Background: an optimization exercise with open tools, aiming at small area, a short achievable clock period and few clock cycles per item. Do not read the settings as production practice. Only simulation tests tie the RTL to the original design; equivalence was not proved. Power is estimated from default activity; no workload was simulated.

build 64:
==> flow/design.v (excerpt) <==
module systolic_matrix_mult #(
    parameter DATA_WIDTH = 16,
    parameter FRAC_WIDTH = 8,
    parameter M = 4,
    parameter N = 4,
    parameter K = 4
)(
    input wire clk,
    input wire rst_n,
    input wire start,
    input wire signed [DATA_WIDTH-1:0] a_data,
    input wire [$clog2(M)-1:0] a_row,
    input wire [$clog2(K)-1:0] a_col,
    input wire a_valid,
    input wire signed [DATA_WIDTH-1:0] b_data,
    input wire [$clog2(K)-1:0] b_row,
    input wire [$clog2(N)-1:0] b_col,
    input wire b_valid,
    output reg signed [DATA_WIDTH-1:0] c_data,
    output reg [$clog2(M)-1:0] c_row,
    output reg [$clog2(N)-1:0] c_col,
    output reg c_valid,
    output reg done
);
    reg [15:0] mat_a [0:15];
    reg [15:0] mat_b [0:15];
    always @(posedge clk) begin
        if (a_valid) mat_a[{a_row, a_col}] <= a_data;
        if (b_valid) mat_b[{b_row, b_col}] <= b_data;
    end
    reg [2:0] a_cnt [0:3];
    reg [2:0] b_cnt [0:3];
    reg [15:0] issued;
    reg [3:0] a_full, b_full;
    reg [15:0] cand;
    reg [3:0] row_ok;
  ...
export LEC_CHECK = 0
export CAP_MARGIN = 20
export CORE_MARGIN = 2
export CORE_UTILIZATION = 40
export SLEW_MARGIN = 20
create_clock -name core_clock -period 10.0 [get_ports {clk}]
standard.sh (not shown) runs the stock make flow with config.mk's settings and CLKGATE_MAP_FILE= SYNTH_SCRIPT=/design/flow/synth_recipe.tcl, a recipe that flattens the netlist after the stock synthesis.
==> flow/flow/run.sh <==
#!/bin/bash
set -euo pipefail
margin=$(cat flow/margin.txt)
bash standard.sh SETUP_SLACK_MARGIN="$margin" finish > standard_flow.log 2>&1
==> flow/flow/margin.txt <==
6.6
Build 64 | stages: all done | timing, DRC, antenna: all pass
Testbench counts of build 64, summed over its fixed seeds: cycles 51,521, items 1,600.
--- input diff build 64..build 82 ---
- CORE_UTILIZATION now 30, was 40
==> flow/flow/margin.txt <==
6.8
==> comparison <==
Relative to build 64, the area after detailed placement measured on build 82 has increased slightly. | routed wire length | build 82 vs build 64 | 7.1% higher |. Between build 64 and build 82, the cell-internal power is lower for build 64. Comparing build 64 with build 82, the part of the power in the clock network came out essentially unchanged. On build 82: setup slack is 84 ps higher than what build 64 gave. Compared with build 64, in build 82 tap cell count went up by 34%, count of plain and timing-repair buffers in the layout went up by 123.
--- input diff build 82..build 88 ---
- CORE_UTILIZATION now 50, was 30
==> flow/flow/margin.txt <==
6.7
## What came out
Between build 82 and build 88, the flow reports power consumed by combinational cells decreasing slightly.
Total power draw was higher in the run labelled build 82.
Side by side, sequential share of layout area turned out higher in build 88 than in build 82.
Data arrival time of the worst path: build 88 vs build 82 down 180 ps
After detailed routing, build 82 needs more wire than build 88.
Build 88 -> build 82: area after synthesis delta 0, exact match
Input changes introduced in build 60 (baseline for comparison: build 88):
- CORE_UTILIZATION changed from 50 to 40
==> flow/flow/margin.txt <==
6.8
## What came out
- Between build 60 and build 88, the cell total after placement is lower for build 88.
- Compare build 60 and build 88 | clock latency reported for the late side of the worst-skew pair lower: build 88
- Area: build 60 vs build 88 -> build 60 larger
- Compared to build 88, build 60 has post-route worst setup slack 92 ps higher.


Setup of v9:
systolic_matrix_mult, a different RTL version from the one above (not shown whole).
Size in the first run: ~920 flip-flops, about 67 I/O pins, roughly 49000 um^2 of cells after synthesis.
## systolic_matrix_mult
module systolic_matrix_mult #(
    parameter DATA_WIDTH = 16,
    parameter FRAC_WIDTH = 8,
    parameter M = 4,
    parameter N = 4,
    parameter K = 4
)(
    input wire clk,
    input wire rst_n,
    input wire start,
    input wire signed [DATA_WIDTH-1:0] a_data,
    input wire [$clog2(M)-1:0] a_row,
    input wire [$clog2(K)-1:0] a_col,
    input wire a_valid,
    input wire signed [DATA_WIDTH-1:0] b_data,
    input wire [$clog2(K)-1:0] b_row,
    input wire [$clog2(N)-1:0] b_col,
    input wire b_valid,
    output reg signed [DATA_WIDTH-1:0] c_data,
    output reg [$clog2(M)-1:0] c_row,
    output reg [$clog2(N)-1:0] c_col,
    output reg c_valid,
    output reg done
);
    reg [15:0] mat_a [0:15];
    reg [15:0] mat_b [0:15];
    always @(posedge clk) begin
        if (a_valid) mat_a[{a_row, a_col}] <= a_data;
        if (b_valid) mat_b[{b_row, b_col}] <= b_data;
    end
    reg [2:0] a_cnt [0:3];
    reg [2:0] b_cnt [0:3];
    reg [15:0] issued;
    reg [3:0] a_full, b_full;
    reg [15:0] cand;
    reg [3:0] row_ok;
    reg [3:0] row_cand;
    reg pick_v;
    reg [1:0] pick_i, pick_j;
    reg [15:0] pick;
    integer x, y;
    always @(*) begin
        for (x = 0; x < 4; x = x + 1) a_full[x] = a_cnt[x][2];
        for (y = 0; y < 4; y = y + 1) b_full[y] = b_cnt[y][2];
        for (x = 0; x < 4; x = x + 1)
            for (y = 0; y < 4; y = y + 1)
                cand[x*4+y] = a_full[x] & b_full[y] & ~issued[x*4+y];
        for (x = 0; x < 4; x = x + 1) row_ok[x] = |cand[x*4 +: 4];
        pick_v = |row_ok;
        pick_i = row_ok[0] ? 2'd0 : row_ok[1] ? 2'd1 : row_ok[2] ? 2'd2 : 2'd3;
        row_cand = cand[pick_i*4 +: 4];
        pick_j = row_cand[0] ? 2'd0 : row_cand[1] ? 2'd1 : row_cand[2] ? 2'd2 : 2'd3;
        pick = pick_v ? (16'd1 << {pick_i, pick_j}) : 16'd0;
    end
    reg [3:0] n_issued;      
    wire pick_last = pick_v && (n_issued == 4'd15);
    always @(posedge clk or negedge rst_n) begin
  ...
export LEC_CHECK = 0
export CAP_MARGIN = 20
export CORE_MARGIN = 2
export CORE_UTILIZATION = 40
export CTS_CLUSTER_DIAMETER = 120
export CTS_CLUSTER_SIZE = 28
export SLEW_MARGIN = 20
create_clock -name core_clock -period 10.0 [get_ports {clk}]
==> flow/flow/margin.txt <==
6.8
Scripts as last shown in full above: flow/flow/run.sh
Testbench counts of v9, summed over its fixed seeds: cycles 51,521, items 1,600.
diff inputs: v9 => v44
==> flow/flow/margin.txt <==
6.6
Notes after the runs:
- Measured against each other, v9 and v44 differ in share of the core filled with cells in the final layout, the lower figure coming from v44.
- Floorplan die width came out exactly the same in v9 and v44.
- Diff v9 -> v44: sequential share of power increased by 0.5 points relative to the old numbers; cell area after layout has decreased.
- Cell area power density: v9 and v44 compared, lower one is v9
- Compared with v9, v44 shows total design power that has gone down slightly.
- There was hardly any difference in part of the power in combinational logic between v44 and v9.
--- input diff v44..v26 ---
--- a/flow/config.mk
+++ b/flow/config.mk
@@ -8,5 +8,5 @@
 export CAP_MARGIN = 20
 export CORE_MARGIN = 2
-export CORE_UTILIZATION = 40
+export CORE_UTILIZATION = 50
 export CTS_CLUSTER_DIAMETER = 120
 export CTS_CLUSTER_SIZE = 28
[summary]
Total cell area at the placement stage, v26 and v44, higher one = v44.
Of v26 and v44, v26 shows the lower cell area, with v44 above it.
Sort v26 and v44 by non-clock buffer count desc -> top: v26
Changes in v57 relative to v26:
--- a/flow/config.mk
+++ b/flow/config.mk
@@ -8,5 +8,5 @@
 export CAP_MARGIN = 20
 export CORE_MARGIN = 2
-export CORE_UTILIZATION = 50
+export CORE_UTILIZATION = 60
 export CTS_CLUSTER_DIAMETER = 120
 export CTS_CLUSTER_SIZE = 28
### Flow results
- Routed wire length of v57 exceeds that of v26 by a few percent.
- Of the two candidates, v26 has the better number of vias after detailed routing and v57 the worse one.
- The worst path setup slack after routing in v57 was lower than what v26 gave.


systolic_matrix_mult with an RTL version that a note above also has.
For scale: ~4000 cells after synthesis, about 920 flip-flops, about 67 I/O pins, about 49000 µm² of cells after synthesis.
clock: 10.0 ns
lec_check: 0
cap_margin: 20
core_margin: 2
core_utilization: 30
slew_margin: 20
==> flow/flow/margin.txt <==
7.0
Scripts as last shown in full above: flow/flow/run.sh
The baseline went through all stages and came out clean.
Testbench counts at the start, summed over its fixed seeds: cycles 51,521, items 1,600.
Then changed:
==> flow/flow/margin.txt (replaced) <==
6.6
Effect: Global-route usage falls by 1.8 points; power falls by 3.8%; utilization falls by 4.2 points; maximum frequency falls by 6.0%; synthesized area is unchanged.


systolic_matrix_mult, a different RTL version from the one above (not shown whole).
Size in the first run: ~890 flip-flops, ~67 I/O pins, roughly 0.050 mm2 of cells after synthesis.
// systolic_matrix_mult
module systolic_matrix_mult #(
    parameter DATA_WIDTH = 16,
    parameter FRAC_WIDTH = 8,
    parameter M = 4,
    parameter N = 4,
    parameter K = 4
)(
    input wire clk,
    input wire rst_n,
    input wire start,
    input wire signed [DATA_WIDTH-1:0] a_data,
    input wire [$clog2(M)-1:0] a_row,
    input wire [$clog2(K)-1:0] a_col,
    input wire a_valid,
    input wire signed [DATA_WIDTH-1:0] b_data,
    input wire [$clog2(K)-1:0] b_row,
    input wire [$clog2(N)-1:0] b_col,
    input wire b_valid,
    output reg signed [DATA_WIDTH-1:0] c_data,
    output reg [$clog2(M)-1:0] c_row,
    output reg [$clog2(N)-1:0] c_col,
    output reg c_valid,
    output reg done
);
Settings: LEC_CHECK=0, CAP_MARGIN=20, CORE_MARGIN=2, CORE_UTILIZATION=30, SETUP_SLACK_MARGIN=5, SLEW_MARGIN=20; clock period 10.0 ns.
run.sh (not shown) runs the stock make flow with config.mk's settings and CLKGATE_MAP_FILE= SYNTH_SCRIPT=/design/flow/synth_recipe.tcl, a recipe that flattens the netlist after the stock synthesis.
Stock flow here: none of the scripts above is used.
The baseline produced a clean layout.
Testbench counts at the start, summed over its fixed seeds: cycles 49,921, items 1,600.
Next try:
==> flow/flow/run.sh (new file) <==
#!/bin/bash
set -euo pipefail
margin=$(cat flow/margin.txt)
bash standard.sh SETUP_SLACK_MARGIN="$margin" finish > standard_flow.log 2>&1
==> flow/flow/margin.txt (new file) <==
6.5
==> flow/standard.sh (new file) <==
#!/bin/bash
# synth_recipe.tcl (not shown) runs the flow's synth.tcl, then flattens the netlist and writes it again
# the make line also repeats each setting of config.mk as NAME=value (left out here)
make -C /OpenROAD-flow-scripts/flow DESIGN_CONFIG=/design/flow/config.mk WORK_HOME=/design/flow/orfs CLKGATE_MAP_FILE= SYNTH_SCRIPT=/design/flow/synth_recipe.tcl "${@:-finish}"
--- a/flow/config.mk
+++ b/flow/config.mk
@@ -9,4 +9,3 @@
 export CORE_MARGIN = 2
 export CORE_UTILIZATION = 30
-export SETUP_SLACK_MARGIN = 5
 export SLEW_MARGIN = 20
removed: flow/run.sh
Global-route usage increases by 0.50 points.
Non-clock buffer count increases by 131.
Fmax increases by 19%.
Cell area increases by 4.4%.
Combinational power increases by 33%.
Sequential share of layout area decreases by 1.3 points.
Routed wire length increases by 5.6%.
Sequential cell count is unchanged.


== trial 48 ==
systolic_matrix_mult, a different RTL version from the one above (not shown whole).
Size: ~4300 cells after synthesis, roughly 67 I/O pins.
## systolic_matrix_mult
module systolic_matrix_mult #(
    parameter DATA_WIDTH = 16,
    parameter FRAC_WIDTH = 8,
    parameter M = 4,
    parameter N = 4,
    parameter K = 4
)(
    input wire clk,
    input wire rst_n,
    input wire start,
    input wire signed [DATA_WIDTH-1:0] a_data,
    input wire [$clog2(M)-1:0] a_row,
    input wire [$clog2(K)-1:0] a_col,
    input wire a_valid,
    input wire signed [DATA_WIDTH-1:0] b_data,
    input wire [$clog2(K)-1:0] b_row,
    input wire [$clog2(N)-1:0] b_col,
    input wire b_valid,
    output reg signed [DATA_WIDTH-1:0] c_data,
    output reg [$clog2(M)-1:0] c_row,
    output reg [$clog2(N)-1:0] c_col,
    output reg c_valid,
    output reg done
);
    reg [15:0] mat_a [0:15];
    reg [15:0] mat_b [0:15];
    always @(posedge clk) begin
        if (a_valid) mat_a[{a_row, a_col}] <= a_data;
        if (b_valid) mat_b[{b_row, b_col}] <= b_data;
    end
    reg [2:0] a_cnt [0:3];
    reg [2:0] b_cnt [0:3];
    reg [15:0] issued;
    reg [3:0] a_full, b_full;
    reg [15:0] cand;
    reg [3:0] row_ok;
    reg [3:0] row_cand;
    reg pick_v;
    reg [1:0] pick_i, pick_j;
    reg [15:0] pick;
    integer x, y;
    always @(*) begin
        for (x = 0; x < 4; x = x + 1) a_full[x] = a_cnt[x][2];
        for (y = 0; y < 4; y = y + 1) b_full[y] = b_cnt[y][2];
        for (x = 0; x < 4; x = x + 1)
            for (y = 0; y < 4; y = y + 1)
                cand[x*4+y] = a_full[x] & b_full[y] & ~issued[x*4+y];
        for (x = 0; x < 4; x = x + 1) row_ok[x] = |cand[x*4 +: 4];
        pick_v = |row_ok;
        pick_i = row_ok[0] ? 2'd0 : row_ok[1] ? 2'd1 : row_ok[2] ? 2'd2 : 2'd3;
        row_cand = cand[pick_i*4 +: 4];
        pick_j = row_cand[0] ? 2'd0 : row_cand[1] ? 2'd1 : row_cand[2] ? 2'd2 : 2'd3;
  ...
==> flow/config.mk <==
export PLATFORM = sky130hd
export DESIGN_NAME = systolic_matrix_mult
export DESIGN_NICKNAME = systolic_matrix_mult
export VERILOG_FILES = /design/flow/design.v
export SDC_FILE = /design/flow/constraint.sdc
export NUM_CORES = 4
export LEC_CHECK = 0
export CAP_MARGIN = 20
export CORE_MARGIN = 2
export CORE_UTILIZATION = 30
export SLEW_MARGIN = 20
==> flow/constraint.sdc <==
create_clock -name core_clock -period 10.0 [get_ports {clk}]
set_input_delay 2.0000 -clock core_clock [delete_from_list [all_inputs] [get_ports {clk}]]
set_output_delay 2.0000 -clock core_clock [all_outputs]
set_load 0.01 [all_outputs]
standard.sh (not shown) runs the stock make flow with config.mk's settings and CLKGATE_MAP_FILE= SYNTH_SCRIPT=/design/flow/synth_recipe.tcl, a recipe that flattens the netlist after the stock synthesis.
==> flow/flow/run.sh <==
#!/bin/bash
set -euo pipefail
margin=$(cat flow/margin.txt)
bash standard.sh SETUP_SLACK_MARGIN="$margin" finish > standard_flow.log 2>&1
==> flow/flow/margin.txt <==
6.6
Testbench counts of trial 48, summed over its fixed seeds: cycles 51,521, items 1,600.
## Diff of input files: trial 81 against trial 48
Settings: a change of CORE_UTILIZATION from 30 to 45; an added CTS_BUF_LIST of sky130_fd_sc_hd__clkbuf_4.
Results
Trial 81 vs trial 48 — number of tap instances dropped about 32%.
Row final cell count: trial 81 lower / trial 48 higher
Reported for trial 48 and trial 81, count of buffers inserted at the top-level ports turned out identical to the last digit.
| clock latency of the later-clocked register in the worst-skew pair | higher: trial 81 |
Compared to trial 48, trial 81 has power about 2.6% lower.
Trial 48 → trial 81: number of instances in the synthesized netlist has remained practically unchanged, data-path buffer share of cell area in the final layout shows a reduction of 0.28 points, clock period minus worst slack shows an increase of 0.16 ns, global routing usage summed across all routing layers higher, worst hold slack stayed essentially flat.
For the overall die height, trial 81 came in 18% lower than trial 48 did.

re-timing with driven ports:
How much do the figures lean on ideal ports? The routed layouts below were timed once more, with nothing changed but the port constraints.
Step 1 assumes that a clkbuf_16 drives the clock port and a buf_2 every other input.
Step 2 moves the port delays by t, midway between the first and last clock arrival at a register: inputs arrive t later, outputs are due t later. That takes back most of the time a late clock gives input paths.
Slacks: no drivers / after step 1 / after step 2; pairs: no drivers / after step 1.
run | t (ns) | setup WS [ns] | clock arrival spread, ns | worst register clock-pin slew, ns | cell pins on the clock port's net
build 64 | 0.738 | 6.665 / 6.636 / 5.980 | 0.052 / 0.052 | 0.07 / 0.07 | 1
build 82 | 0.770 | 6.748 / 6.747 / 6.109 | 0.058 / 0.058 | 0.07 / 0.07 | 1
build 88 | 0.740 | 6.671 / 6.681 / 5.969 | 0.030 / 0.029 | 0.06 / 0.06 | 1
build 60 | 0.752 | 6.763 / 6.726 / 6.071 | 0.044 / 0.044 | 0.07 / 0.07 | 1
v9 | 0.734 | 6.653 / 6.653 / 6.120 | 0.069 / 0.069 | 0.12 / 0.12 | 1
v44 | 0.697 | 6.590 / 6.590 / 5.944 | 0.034 / 0.034 | 0.12 / 0.12 | 1
v26 | 0.711 | 6.645 / 6.610 / 6.028 | 0.052 / 0.052 | 0.11 / 0.11 | 1
v57 | 0.696 | 6.547 / 6.547 / 5.979 | 0.039 / 0.039 | 0.11 / 0.11 | 1
the first run of note 3 | 0.781 | 6.701 / 6.691 / 6.267 | 0.095 / 0.094 | 0.07 / 0.07 | 1
the second run of note 3 | 0.740 | 6.492 / 6.532 / 5.792 | 0.064 / 0.063 | 0.07 / 0.07 | 1
the first run of note 4 | 0.740 | 5.520 / 5.520 / 5.520 | 0.023 / 0.023 | 0.06 / 0.06 | 1
the second run of note 4 | 0.742 | 6.223 / 6.223 / 5.850 | 0.036 / 0.036 | 0.06 / 0.06 | 1
trial 48 | 0.785 | 6.553 / 6.553 / 5.905 | 0.064 / 0.064 | 0.08 / 0.08 | 1
trial 81 | 1.183 | 6.395 / 6.326 / 5.632 | 0.140 / 0.139 | 0.07 / 0.07 | 1
After both steps every run listed still meets setup and hold. For trial 81, which loses most, drivers alone change the setup slack by -0.069 ns; drivers and shift together by -0.763 ns.
